Background: an optimization exercise with open tools, aiming at small area and a short achievable clock period. Do not read the settings as production practice.
No functional check of the RTL was part of any run shown here.
Power is estimated from default activity; no workload was simulated.

## flow/design.v (module list and top-level ports; edited modules follow where they fit)
// module Convolution_with_pipeline: 2099 lines
// module cv_fa: 4 lines
module Convolution_with_pipeline(clk, rst_n, in_valid, weight_valid, In_IFM_1, In_IFM_2, In_IFM_3, In_IFM_4, In_IFM_5, In_IFM_6, In_IFM_7, In_IFM_8, In_IFM_9, In_Weight_1, In_Weight_2, In_Weight_3, In_Weight_4, In_Weight_5, In_Weight_6, In_Weight_7, In_Weight_8, In_Weight_9, out_valid, Out_OFM);
  // ...
==> flow/flow/run.sh <==
#!/bin/bash
# The standard layout, with plain buffers on the ports instead of the
# delay cells buffer_ports picks by default. Each tool's log stays in orfs/logs;
# make's own output goes to standard.log.
set -euo pipefail
export BUFFER_PORTS_ARGS="-buffer_cell sky130_fd_sc_hd__buf_2"
export CTS_ARGS="-sink_clustering_enable -repair_clock_nets -dont_use_dummy_load -sink_clustering_size 20 -sink_clustering_max_diameter 100"
bash standard.sh > standard.log 2>&1
==> flow/standard.sh <==
#!/bin/bash
# synth_recipe.tcl (not shown) runs the flow's synth.tcl, then flattens the netlist and writes it again
# the make line also repeats each setting of config.mk as NAME=value (left out here)
make -C /OpenROAD-flow-scripts/flow DESIGN_CONFIG=/design/flow/config.mk WORK_HOME=/design/flow/orfs CLKGATE_MAP_FILE= SYNTH_SCRIPT=/design/flow/synth_recipe.tcl "${@:-finish}"
==> flow/config.mk <==
export PLATFORM = sky130hd
export DESIGN_NAME = Convolution_with_pipeline
export DESIGN_NICKNAME = Convolution_with_pipeline
export VERILOG_FILES = /design/flow/design.v
export SDC_FILE = /design/flow/constraint.sdc
export NUM_CORES = 4
export LEC_CHECK = 0
export CAP_MARGIN = 20
export CORE_MARGIN = 2
export CORE_UTILIZATION = 60
export PLACE_DENSITY = 0.75
export SETUP_SLACK_MARGIN = 2.3
export SLEW_MARGIN = 20
export SYNTH_HIERARCHICAL = 1
==> flow/constraint.sdc <==
create_clock -name core_clock -period 5.0 [get_ports {clk}]
set_input_delay 1.0000 -clock core_clock [delete_from_list [all_inputs] [get_ports {clk}]]
set_output_delay 1.0000 -clock core_clock [all_outputs]
set_load 0.01 [all_outputs]
==> metrics.md, run 1 <==
| Metric | Value |
|---|---|
| CTS Hold Bufs | `0` |
| Tapcells | `518` |
| Setup ws final | `1.477 ns` |
| Pint | `roughly 11 mW` |
| Top post-synthesis cells by area | `fa_1, dfxtp_1, nand2_1, mux2_2, buf_1` |
| Dpl ws | `1.511 ns` |
| Dominant delay contributor by cell family on the critical path | `adder cells` |
| Commonest non-fill, non-tap cell in the layout | `fa_1` |
| Biggest regs | `r1 x256, r2 x83, r3 x25` |
| Total die area | `~0.04 mm²` |
| Final clock-cell share | `2.385%` |
| Post-route ant nets | `0` |
| Critical Path Source | `r3[20]` |
| Worst clock skew | `0.03810 ns` |
| Critical path endpoint category | `output pin` |
| Sw power | `7.207 mW` |
| Syn Inst Count | `1,793` |
| Routed wl met2 | `30,990 µm` |
| Mux share of post-synthesis cell area | `around 3.4%` |
| Simple-gate share of the synthesized area | `9.518%` |
| Clock sink total | `roughly 440` |
| Drt initial violations | `1,086` |
| Worst Path Required | `4.00 ns` |
| Pre-antenna DRT Iters | `5` |
| Htree depth | `1` |
| Placed insts | `2,390` |
| Multi-input gate share of total cell area | `57.65%` |
| Fin. Hold Viols | `0` |
| I/O pins | `170` |
| CP max stage delay | `~0.43 ns` |
| EDFF count, synth | `0` |
| Hpwl dp | `52,830 µm` |
| Fin crit period | `3.523 ns` |
| Seq_cells | `approximately 440` |
| Routability cong. | `0.9075` |
| Setup violators final | `0` |
| Clkbuf count | `25` |
| Met2 usage | `55.10%` |
| Outcome | `complete, no violations` |
| Synth Flop Type | `dfxtp_1` |
| Post-synthesis sequential area ratio | `37.23%` |
| Max VDD drop | `880.7 µV` |
| Post-Synth Adder-Cell Area | `between 40% and 50%` |
| Final WL | `between 60,000 and 70,000 µm` |
| Main combinational cell family by area after synthesis | `adder cells` |
==> run 2: changes to the inputs <==
--- a/flow/design.v
+++ b/flow/design.v
@@ -569,16 +569,92 @@
 wire s1083, c1084;
 wire s1085, c1086;
 wire s1087, c1088;
 wire s1089, c1090;
 wire s1091, c1092;
 wire s1093, c1094;
 wire s1095, c1096;
 wire s1097, c1098;
+wire g1100, p1101;
+wire g1102, p1103;
+wire g1104, p1105;
+wire g1106, p1107;
+wire g1108, p1109;
+wire g1110, p1111;
+wire g1112, p1113;
+wire g1114, p1115;
+wire g1116, p1117;
+wire g1118, p1119;
+wire g1120, p1121;
+wire G1122, P1123;
+wire G1124, P1125;
+wire G1126, P1127;
+wire G1128, P1129;
+wire G1130, P1131;
+wire G1132, P1133;
+wire G1134, P1135;
+wire G1136, P1137;
+wire G1138, P1139;
+wire G1140, P1141;
+wire G1142, P1143;
+wire G1144, P1145;
+wire G1146, P1147;
+wire G1148, P1149;
+wire G1150, P1151;
+wire G1152, P1153;
+wire G1154, P1155;
+wire G1156, P1157;
+wire G1158, P1159;
+wire G1160, P1161;
+wire G1162, P1163;
+wire G1164, P1165;
+wire G1166, P1167;
+wire G1168, P1169;
+wire G1170, P1171;
+wire G1172, P1173;
+wire G1174, P1175;
+wire G1176, P1177;
+wire G1178, P1179;
+wire g1181, p1182;
+wire g1183, p1184;
+wire g1185, p1186;
+wire g1187, p1188;
+wire g1189, p1190;
+wire g1191, p1192;
+wire g1193, p1194;
+wire g1195, p1196;
+wire g1197, p1198;
+wire g1199, p1200;
+wire g1201;
+wire G1202, P1203;
+wire G1204, P1205;
+wire G1206, P1207;
+wire G1208, P1209;
+wire G1210, P1211;
+wire G1212, P1213;
+wire G1214, P1215;
+wire G1216, P1217;
+wire G1218, P1219;
+wire G1220, P1221;
+wire G1222, P1223;
+wire G1224, P1225;
+wire G1226, P1227;
+wire G1228, P1229;
+wire G1230, P1231;
+wire G1232, P1233;
+wire G1234, P1235;
+wire G1236, P1237;
+wire G1238, P1239;
+wire G1240, P1241;
+wire G1242, P1243;
+wire G1244, P1245;
+wire G1246, P1247;
+wire G1248, P1249;
+wire G1250, P1251;
 reg [7:0] w0, w1, w2, w3, w4, w5, w6, w7, w8;
 always @(posedge clk) if (weight_valid) begin
   w0 <= In_Weight_1;
   w1 <= In_Weight_2;
   w2 <= In_Weight_3;
   w3 <= In_Weight_4;
   w4 <= In_Weight_5;
   w5 <= In_Weight_6;
@@ -2060,17 +2136,97 @@
 cv_fa u1083 (.a(s1025), .b(c1018), .c(s1027), .s(s1083), .co(c1084));
 cv_fa u1085 (.a(s1037), .b(c1028), .c(s1039), .s(s1085), .co(c1086));
 cv_fa u1087 (.a(s1047), .b(c1040), .c(s1049), .s(s1087), .co(c1088));
 cv_fa u1089 (.a(c1050), .b(s1059), .c(c1088), .s(s1089), .co(c1090));
 cv_fa u1091 (.a(c1058), .b(s1067), .c(c1060), .s(s1091), .co(c1092));
 cv_fa u1093 (.a(c1066), .b(s1073), .c(c1068), .s(s1093), .co(c1094));
 cv_fa u1095 (.a(s1079), .b(c1076), .c(c1078), .s(s1095), .co(c1096));
 cv_fa u1097 (.a(r2[82]), .b(c1080), .c(c1096), .s(s1097), .co(c1098));
-wire [10:0] lo1099 = {1'b0, ~{c1082, s1081, s1007, s997, s991, s987, r2[4], r2[3], r2[1], r2[0]}} + {1'b0, ~{s1083, 1'b1, 1'b1, 1'b1, 1'b1, 1'b1, r2[5], 1'b1, r2[2], 1'b1}};
+cv_g ug1100 (.an(r2[0]), .bn(1'b1), .g(g1100));
+cv_p up1101 (.an(r2[0]), .bn(1'b1), .p(p1101));
+cv_g ug1102 (.an(r2[1]), .bn(r2[2]), .g(g1102));
+cv_p up1103 (.an(r2[1]), .bn(r2[2]), .p(p1103));
+cv_g ug1104 (.an(r2[3]), .bn(1'b1), .g(g1104));
+cv_p up1105 (.an(r2[3]), .bn(1'b1), .p(p1105));
+cv_g ug1106 (.an(r2[4]), .bn(r2[5]), .g(g1106));
+cv_p up1107 (.an(r2[4]), .bn(r2[5]), .p(p1107));
+cv_g ug1108 (.an(s987), .bn(1'b1), .g(g1108));
+cv_p up1109 (.an(s987), .bn(1'b1), .p(p1109));
+cv_g ug1110 (.an(s991), .bn(1'b1), .g(g1110));
+cv_p up1111 (.an(s991), .bn(1'b1), .p(p1111));
+cv_g ug1112 (.an(s997), .bn(1'b1), .g(g1112));
+cv_p up1113 (.an(s997), .bn(1'b1), .p(p1113));
+cv_g ug1114 (.an(s1007), .bn(1'b1), .g(g1114));
+cv_p up1115 (.an(s1007), .bn(1'b1), .p(p1115));
+cv_g ug1116 (.an(s1081), .bn(1'b1), .g(g1116));
+cv_p up1117 (.an(s1081), .bn(1'b1), .p(p1117));
+cv_g ug1118 (.an(c1082), .bn(s1083), .g(g1118));
+cv_p up1119 (.an(c1082), .bn(s1083), .p(p1119));
+cv_g ug1120 (.an(1'b1), .bn(1'b1), .g(g1120));
+cv_p up1121 (.an(1'b1), .bn(1'b1), .p(p1121));
+assign G1122 = g1102 | (p1103 & g1100);
+assign P1123 = p1103 & p1101;
+assign G1124 = g1104 | (p1105 & g1102);
+assign P1125 = p1105 & p1103;
+assign G1126 = g1106 | (p1107 & g1104);
+assign P1127 = p1107 & p1105;
+assign G1128 = g1108 | (p1109 & g1106);
+assign P1129 = p1109 & p1107;
+assign G1130 = g1110 | (p1111 & g1108);
+assign P1131 = p1111 & p1109;
+assign G1132 = g1112 | (p1113 & g1110);
+assign P1133 = p1113 & p1111;
+assign G1134 = g1114 | (p1115 & g1112);
+assign P1135 = p1115 & p1113;
+assign G1136 = g1116 | (p1117 & g1114);
+assign P1137 = p1117 & p1115;
+assign G1138 = g1118 | (p1119 & g1116);
+assign P1139 = p1119 & p1117;
+assign G1140 = g1120 | (p1121 & g1118);
+assign P1141 = p1121 & p1119;
+assign G1142 = G1124 | (P1125 & g1100);
+assign P1143 = P1125 & p1101;
+assign G1144 = G1126 | (P1127 & G1122);
+assign P1145 = P1127 & P1123;
+assign G1146 = G1128 | (P1129 & G1124);
+assign P1147 = P1129 & P1125;
+assign G1148 = G1130 | (P1131 & G1126);
+assign P1149 = P1131 & P1127;
+assign G1150 = G1132 | (P1133 & G1128);
+assign P1151 = P1133 & P1129;
+assign G1152 = G1134 | (P1135 & G1130);
+assign P1153 = P1135 & P1131;
+assign G1154 = G1136 | (P1137 & G1132);
+assign P1155 = P1137 & P1133;
+assign G1156 = G1138 | (P1139 & G1134);
+assign P1157 = P1139 & P1135;
+assign G1158 = G1140 | (P1141 & G1136);
+assign P1159 = P1141 & P1137;
+assign G1160 = G1146 | (P1147 & g1100);
+assign P1161 = P1147 & p1101;
+assign G1162 = G1148 | (P1149 & G1122);
+assign P1163 = P1149 & P1123;
+assign G1164 = G1150 | (P1151 & G1142);
+assign P1165 = P1151 & P1143;
+assign G1166 = G1152 | (P1153 & G1144);
+assign P1167 = P1153 & P1145;
+assign G1168 = G1154 | (P1155 & G1146);
+assign P1169 = P1155 & P1147;
+assign G1170 = G1156 | (P1157 & G1148);
+assign P1171 = P1157 & P1149;
+assign G1172 = G1158 | (P1159 & G1150);
+assign P1173 = P1159 & P1151;
+assign G1174 = G1168 | (P1169 & g1100);
+assign P1175 = P1169 & p1101;
+assign G1176 = G1170 | (P1171 & G1122);
+assign P1177 = P1171 & P1123;
+assign G1178 = G1172 | (P1173 & G1142);
+assign P1179 = P1173 & P1143;
+wire [10:0] lo1099 = {(p1121 ^ G1176), (p1119 ^ G1174), (p1117 ^ G1166), (p1115 ^ G1164), (p1113 ^ G1162), (p1111 ^ G1160), (p1109 ^ G1144), (p1107 ^ G1142), (p1105 ^ G1122), (p1103 ^ g1100), p1101};
 reg [24:0] r3;
 always @(posedge clk) begin
   r3[0] <= lo1099[0];
   r3[1] <= lo1099[1];
   r3[2] <= lo1099[2];
   r3[3] <= lo1099[3];
   r3[4] <= lo1099[4];
   r3[5] <= lo1099[5];
@@ -2089,15 +2245,92 @@
   r3[18] <= s1097;
   r3[19] <= c1098;
   r3[20] <= s1085;
   r3[21] <= s1087;
   r3[22] <= s1091;
   r3[23] <= s1093;
   r3[24] <= c1094;
 end
-wire [9:0] hi1100 = ~{1'b1, r3[19], r3[18], r3[17], r3[16], r3[15], r3[14], r3[13], r3[12], r3[11]} + ~{1'b1, 1'b1, 1'b1, 1'b1, r3[24], r3[23], r3[22], 1'b1, r3[21], r3[20]} + r3[10];
-assign Out_OFM = {1'b0, {hi1100, r3[9], r3[8], r3[7], r3[6], r3[5], r3[4], r3[3], r3[2], r3[1], r3[0]}};
+cv_g ug1181 (.an(r3[11]), .bn(r3[20]), .g(g1181));
+cv_p up1182 (.an(r3[11]), .bn(r3[20]), .p(p1182));
+cv_g ug1183 (.an(r3[12]), .bn(r3[21]), .g(g1183));
+cv_p up1184 (.an(r3[12]), .bn(r3[21]), .p(p1184));
+cv_g ug1185 (.an(r3[13]), .bn(1'b1), .g(g1185));
+cv_p up1186 (.an(r3[13]), .bn(1'b1), .p(p1186));
+cv_g ug1187 (.an(r3[14]), .bn(r3[22]), .g(g1187));
+cv_p up1188 (.an(r3[14]), .bn(r3[22]), .p(p1188));
+cv_g ug1189 (.an(r3[15]), .bn(r3[23]), .g(g1189));
+cv_p up1190 (.an(r3[15]), .bn(r3[23]), .p(p1190));
+cv_g ug1191 (.an(r3[16]), .bn(r3[24]), .g(g1191));
+cv_p up1192 (.an(r3[16]), .bn(r3[24]), .p(p1192));
+cv_g ug1193 (.an(r3[17]), .bn(1'b1), .g(g1193));
+cv_p up1194 (.an(r3[17]), .bn(1'b1), .p(p1194));
+cv_g ug1195 (.an(r3[18]), .bn(1'b1), .g(g1195));
+cv_p up1196 (.an(r3[18]), .bn(1'b1), .p(p1196));
+cv_g ug1197 (.an(r3[19]), .bn(1'b1), .g(g1197));
+cv_p up1198 (.an(r3[19]), .bn(1'b1), .p(p1198));
+cv_g ug1199 (.an(1'b1), .bn(1'b1), .g(g1199));
+cv_p up1200 (.an(1'b1), .bn(1'b1), .p(p1200));
+assign g1201 = g1181 | (p1182 & r3[10]);
+assign G1202 = g1183 | (p1184 & g1201);
+assign P1203 = p1184 & p1182;
+assign G1204 = g1185 | (p1186 & g1183);
+assign P1205 = p1186 & p1184;
+assign G1206 = g1187 | (p1188 & g1185);
+assign P1207 = p1188 & p1186;
+assign G1208 = g1189 | (p1190 & g1187);
+assign P1209 = p1190 & p1188;
+assign G1210 = g1191 | (p1192 & g1189);
+assign P1211 = p1192 & p1190;
+assign G1212 = g1193 | (p1194 & g1191);
+assign P1213 = p1194 & p1192;
+assign G1214 = g1195 | (p1196 & g1193);
+assign P1215 = p1196 & p1194;
+assign G1216 = g1197 | (p1198 & g1195);
+assign P1217 = p1198 & p1196;
+assign G1218 = g1199 | (p1200 & g1197);
+assign P1219 = p1200 & p1198;
+assign G1220 = G1204 | (P1205 & g1201);
+assign P1221 = P1205 & p1182;
+assign G1222 = G1206 | (P1207 & G1202);
+assign P1223 = P1207 & P1203;
+assign G1224 = G1208 | (P1209 & G1204);
+assign P1225 = P1209 & P1205;
+assign G1226 = G1210 | (P1211 & G1206);
+assign P1227 = P1211 & P1207;
+assign G1228 = G1212 | (P1213 & G1208);
+assign P1229 = P1213 & P1209;
+assign G1230 = G1214 | (P1215 & G1210);
+assign P1231 = P1215 & P1211;
+assign G1232 = G1216 | (P1217 & G1212);
+assign P1233 = P1217 & P1213;
+assign G1234 = G1218 | (P1219 & G1214);
+assign P1235 = P1219 & P1215;
+assign G1236 = G1224 | (P1225 & g1201);
+assign P1237 = P1225 & p1182;
+assign G1238 = G1226 | (P1227 & G1202);
+assign P1239 = P1227 & P1203;
+assign G1240 = G1228 | (P1229 & G1220);
+assign P1241 = P1229 & P1221;
+assign G1242 = G1230 | (P1231 & G1222);
+assign P1243 = P1231 & P1223;
+assign G1244 = G1232 | (P1233 & G1224);
+assign P1245 = P1233 & P1225;
+assign G1246 = G1234 | (P1235 & G1226);
+assign P1247 = P1235 & P1227;
+assign G1248 = G1244 | (P1245 & g1201);
+assign P1249 = P1245 & p1182;
+assign G1250 = G1246 | (P1247 & G1202);
+assign P1251 = P1247 & P1203;
+wire [9:0] hi1180 = {(p1200 ^ G1248), (p1198 ^ G1242), (p1196 ^ G1240), (p1194 ^ G1238), (p1192 ^ G1236), (p1190 ^ G1222), (p1188 ^ G1220), (p1186 ^ G1202), (p1184 ^ g1201), (p1182 ^ r3[10])};
+assign Out_OFM = {1'b0, {hi1180, r3[9], r3[8], r3[7], r3[6], r3[5], r3[4], r3[3], r3[2], r3[1], r3[0]}};
 endmodule
 module cv_fa(input a, input b, input c, output s, output co);
 assign s = a ^ b ^ c;
 assign co = (a & b) | (a & c) | (b & c);
 endmodule
+module cv_g(input an, input bn, output g);
+assign g = ~(an | bn);
+endmodule
+module cv_p(input an, input bn, output p);
+assign p = an ^ bn;
+endmodule
==> run 2 against run 1 <==
Compared with the run above: clock skew shrank 0.021 ns; largest cell class unchanged; total power grew 16%; critical endpoint unchanged; count of clock-buffer cells in the layout is the same.
==> metrics.md, run 2 <==
| Metric | Value |
|---|---|
| Nets@finish | `2,707 (was 2,610)` |
| Clock sink total | `439 (unchanged)` |
| Reg2reg start | `r2[11] (was r2[9])` |
| First-pass GRT wire length | `100,400 µm (was 98,510 µm)` |
| Pint | `11.97 mW (was 10.64 mW)` |
| Design Area, Final | `0.02689 mm² (was 0.02623 mm²)` |
| Post-synth top area share | `45.68% (was 46.64%)` |
| Synth Flop Type | `dfxtp_1 (unchanged)` |
| Capturing point of the worst reg2reg path | `r3[10] (was r3[8])` |
| Htree depth | `1 (unchanged)` |
| I/O pins | `170 (unchanged)` |
| Top-count cell post-synth | `nand2_1 (unchanged)` |
| # DRC | `0 (unchanged)` |
| P per Cell Area | `771.2 mW/mm² (was 680.6 mW/mm²)` |
| Total die area | `0.04172 mm² (was 0.04102 mm²)` |
| Clk pin slew, worst setup/hold paths | `0.08 ns (was 0.09 ns)` |
| #FFs+latches synth | `439 (unchanged)` |
| Sequential power share | `28.1% (was 32.1%)` |
| Vias in the first global route | `16.15k (was 15.86k)` |
| Mux share of post-synthesis cell area | `3.453% (was 3.428%)` |
| Sw power | `8.762 mW (was 7.207 mW)` |
| Outcome | `complete, no violations (unchanged)` |
| FF-to-FF setup slack | `1.60 ns (was 2.05 ns)` |
| Post-synthesis cell area | `0.02406 mm² (was 0.02365 mm²)` |
| Antenna cells | `0 (unchanged)` |
| CP max stage delay | `0.33 ns (was 0.43 ns)` |
| Crit-path cells | `xor2_1 -> ha_2 -> or2_4 -> ha_4 -> o21a_1 -> nor2_4 -> o211ai_2 -> nor4b_1 -> or3_1 -> buf_2 (was inv_2 -> fa_2 -> fa_2 -> a221oi_4 -> nor3_2 -> xnor2_1 -> buf_2)` |
| Routability cong. | `0.9580 (was 0.9075)` |
| Filler cells | `2,821 (was 2,758)` |
| GRT Total Usage | `33.43% (was 33.48%)` |
| Final period utilization | `74.93% (was 70.47%)` |
| Setup violators final | `0 (unchanged)` |
| Fraction of registers with async set or reset after synthesis | `0.6834% (unchanged)` |
| Fin crit period | `3.747 ns (was 3.523 ns)` |
| Die span in y | `204.2 µm (was 202.5 µm)` |
| Setup TNS | `0 ns (unchanged)` |
| Layout cells sized above 1 | `23.04% (was 23.51%)` |
| Fin. Hold Viols | `0 (unchanged)` |
| EDFF count, synth | `0 (unchanged)` |
| Port Buf Inserts | `168 (unchanged)` |
| Via count | `14.49k (was 13.60k)` |
| Initial antenna violation count | `2 (was 3)` |
| Pins Over Slew Limit | `0 (unchanged)` |
| Crit Path Class | `flop to output pin (unchanged)` |
| Hold Crit Class | `input port to asynchronous set/reset pin (unchanged)` |
| Root Driver | `clkbuf_16 (unchanged)` |
| Max-cap check violation count | `0 (unchanged)` |
| CP Max Fanout | `3 (was 2)` |
| Worst Max-Slew Pin Slew | `0.5578 ns` |
| Area grow syn2layout | `11.75% (was 10.89%)` |
| CTS Buf Count | `25 (unchanged)` |
| Vias per cell | `5.729 (was 5.621)` |
| Initial Util | `60.69% (was 61.05%)` |
| Top post-synthesis cells by area | `fa_1, dfxtp_1, nand2_1, mux2_2, buf_1 (unchanged)` |
| Yosys top cell by area | `fa_1 (unchanged)` |
| Sw Ratio | `42.26% (was 40.38%)` |
| Lkg Pwr | `10.10 nW (was 9.858 nW)` |
| Arr. time, crit path | `2.75 ns (was 2.52 ns)` |
| Worst Path Required | `4.00 ns (about the same)` |
| Register with the most flip-flops | `r1 (unchanged)` |
| Post-Synth Adder-Cell Area | `45.84% (was 47.07%)` |
| Combinational share of power | `62.0% (was 56.5%)` |
| Max-slew headroom | `62.69%` |
| Avg Cell Area, Syn | `12.90 µm² (was 13.19 µm²)` |
| Max VDD drop | `1166 µV (was 880.7 µV)` |
| WL per Instance | `26.35 µm (was 26.61 µm)` |
| Core Region | `0.03964 mm² (was 0.03874 mm²)` |
| Compound-cell area share of the yosys netlist | `1.040% (was 0.2804%)` |
| Footprint of the multi-input gates | `0.01575 mm² (was 0.01512 mm²)` |
| RSZ-0062 raised after global routing | `true (unchanged)` |
| Largest net degree at the start of global routing | `38 (was 25)` |
| Buf+Inv Stages, Crit Path | `1 (was 2)` |
| Hpwl dp | `54,150 µm (was 52,830 µm)` |
| XOR/XNOR Fraction of Synth Area | `1.238% (was 0.5185%)` |
| Syn. warnings | `7 (unchanged)` |
| Slowest cell on the critical path | `dfxtp_2 (was fa_2)` |
| Pre-antenna DRT Iters | `5 (unchanged)` |
| Synth unique cells | `46 (was 27)` |
| Main combinational cell family by area after synthesis | `adder cells (unchanged)` |
| Post-route ant nets | `0 (unchanged)` |
| TritonCTS clock tree | `yes (unchanged)` |
| Cell Rows | `73 (was 72)` |
| Clock latency on the worst-skew pair | `0.58 ns (about the same)` |
| R2R cell count | `11 (was 7)` |
| Worst clock skew | `0.01685 ns (was 0.03810 ns)` |
| Most frequent cells in the layout | `fa_1, nand2_1, dfxtp_1, buf_2, nand2_2 (unchanged)` |
| Post-synthesis sequential area ratio | `36.59% (was 37.23%)` |
| Placed instance area | `0.02590 mm² (was 0.02542 mm²)` |
| Syn Inst Count | `1,865 (was 1,793)` |
| Final WL | `66,670 µm (was 64,360 µm)` |
| Simple-gate share of the synthesized area | `10.06% (was 9.518%)` |
| Hold WS | `0.2056 ns (was 0.2271 ns)` |
| CTS Hold Bufs | `0 (unchanged)` |
| Global route total overflow | `0 (unchanged)` |
| Power share of the clock group | `9.8% (was 11.4%)` |
| Critical path endpoint category | `output pin (unchanged)` |
| Register area | `0.008815 mm² (was 0.008811 mm²)` |
| CP startpoint kind | `flop (unchanged)` |
| Die outline width | `204.2 µm (was 202.5 µm)` |
| Dominant delay contributor by cell family on the critical path | `simple AND/OR/NAND/NOR gates (was adder cells)` |
| Drt initial violations | `1,141 (was 1,086)` |
| Achievable clock frequency | `0.2669 GHz (was 0.2838 GHz)` |
| Synth top cells by count | `nand2_1, fa_1, dfxtp_1 (unchanged)` |
| Biggest regs | `r1 x256, r2 x83, r3 x25 (unchanged)` |
| Commonest non-fill, non-tap cell in the layout | `fa_1 (unchanged)` |
| Number of flip-flops in the largest register | `256 (unchanged)` |
| Clock tree buffer depth | `3 (unchanged)` |
==> run 2: how the worst max path moves through the flow <==
stage	slack [ns]	depth (start not counted)	to	from
final	1.25	10	Out_OFM[18]	r3[11]
after global routing	1.16	10	Out_OFM[18]	r3[11]
after CTS	1.24	10	Out_OFM[18]	r3[20]
after detailed placement	1.38	6	r1[12]	weight_valid
after global placement	1.40	6	r1[12]	weight_valid
after floorplan	2.08	9	Out_OFM[18]	r3[20]
==> run 2: timing repair <==
item | 4_1_cts | 5_1_grt
gates resized for setup | 42 | 19
setup endpoints to repair | 217 | 28
cloned | 0 | 1
pin swaps | 22 | 19
buffers inserted | 6 | 6
==> run 2: worst register-to-register path, delay by kind of cell (launching register included) <==
family          cells  cell delay, ns
fa+ha+maj           5            2.20
simple gates        2            0.16
xor+xnor            2            0.16
compound gates      2            0.44
flops               1            0.33
==> run 2: cells by family (layout without fill, tap and decap cells) <==
family	count (synthesis)	in the layout
simple gates	633	633
fa+ha+maj	552	552
flops	439	439
buf+inv	98	213
mux	74	74
xor+xnor	34	34
compound gates	33	33
other cells	2	27
==> run 2: Yosys stat by module, one instance, submodules excluded <==
module                     cells inside  flip-flops and latches  copies in the design
Convolution_with_pipeline          1276                     439                     1
cv_g                                  1                       0                    19
cv_fa                                 1                       0                   549
cv_p                                  1                       0                    21
==> run 2: metal layers <==
metal  track usage (%)  part of all wire, %  vias to the layer above
met5                 0                    0                        -
met4             10.58                  4.0                        0
met3             5.341                  8.0                      157
met2             54.93                   48                      756
met1             46.36                   40                     7688
li1                  -                    -                     5893
==> run 2: final cells by class <==
type                    instances  area share [%]
clock buffers                  25           2.327
inverters                       6         0.08376
multi-input cells            1353           58.57
flip-flops and latches        439           32.78
well taps                     525           2.443
repair buffers                182           3.793
==> run 2: stage by stage <==
stage          std cells  power (mW)  setup slack [ns]  util [%]
2_1_floorplan       1890       13.67             2.075         -
3_3_place_gp        2492       16.86             1.405     65.34
6_report            2530       20.73             1.253     67.83
5_1_grt             2530       22.35             1.159     67.83
4_1_cts             2523       20.29             1.244     67.43
3_5_place_dp        2492       17.43             1.375     65.34
==> run 2: power by group through the flow <==
stage	clock network [mW]	logic, mW	registers (mW)
finish	2.04	12.9	5.84
global route	2.18	14.2	5.94
CTS	2.06	12.4	5.83
detailed placement	0	11.6	5.88
global placement	0	11.0	5.84
floorplan	0	8.16	5.51

==> static timing again, ports no longer ideal <==
The flow's constraints put no driver on any port. The routed layouts listed below were extracted and timed again, unchanged, in two steps. Step 1 sets driving cells, clkbuf_16 on the clock port and buf_2 on the other inputs (assumed; they add their load-dependent delay and slew). Step 2 moves the port delays by t, midway between the first and last clock arrival at a register: inputs arrive t later, outputs are due t later. That takes back most of the time a late clock gives input paths. a / b / c = ideal ports / drivers / drivers and shift; a / b = the first two.
run	t, ns	setup slack, ns	worst register clock-pin slew, ns	pins driven straight from the clock port
run 1	0.619	1.477 / 1.422 / 1.727	0.09 / 0.09	1
run 2	0.623	1.253 / 1.199 / 1.602	0.09 / 0.09	1
After both steps setup and hold are still met in every run listed.
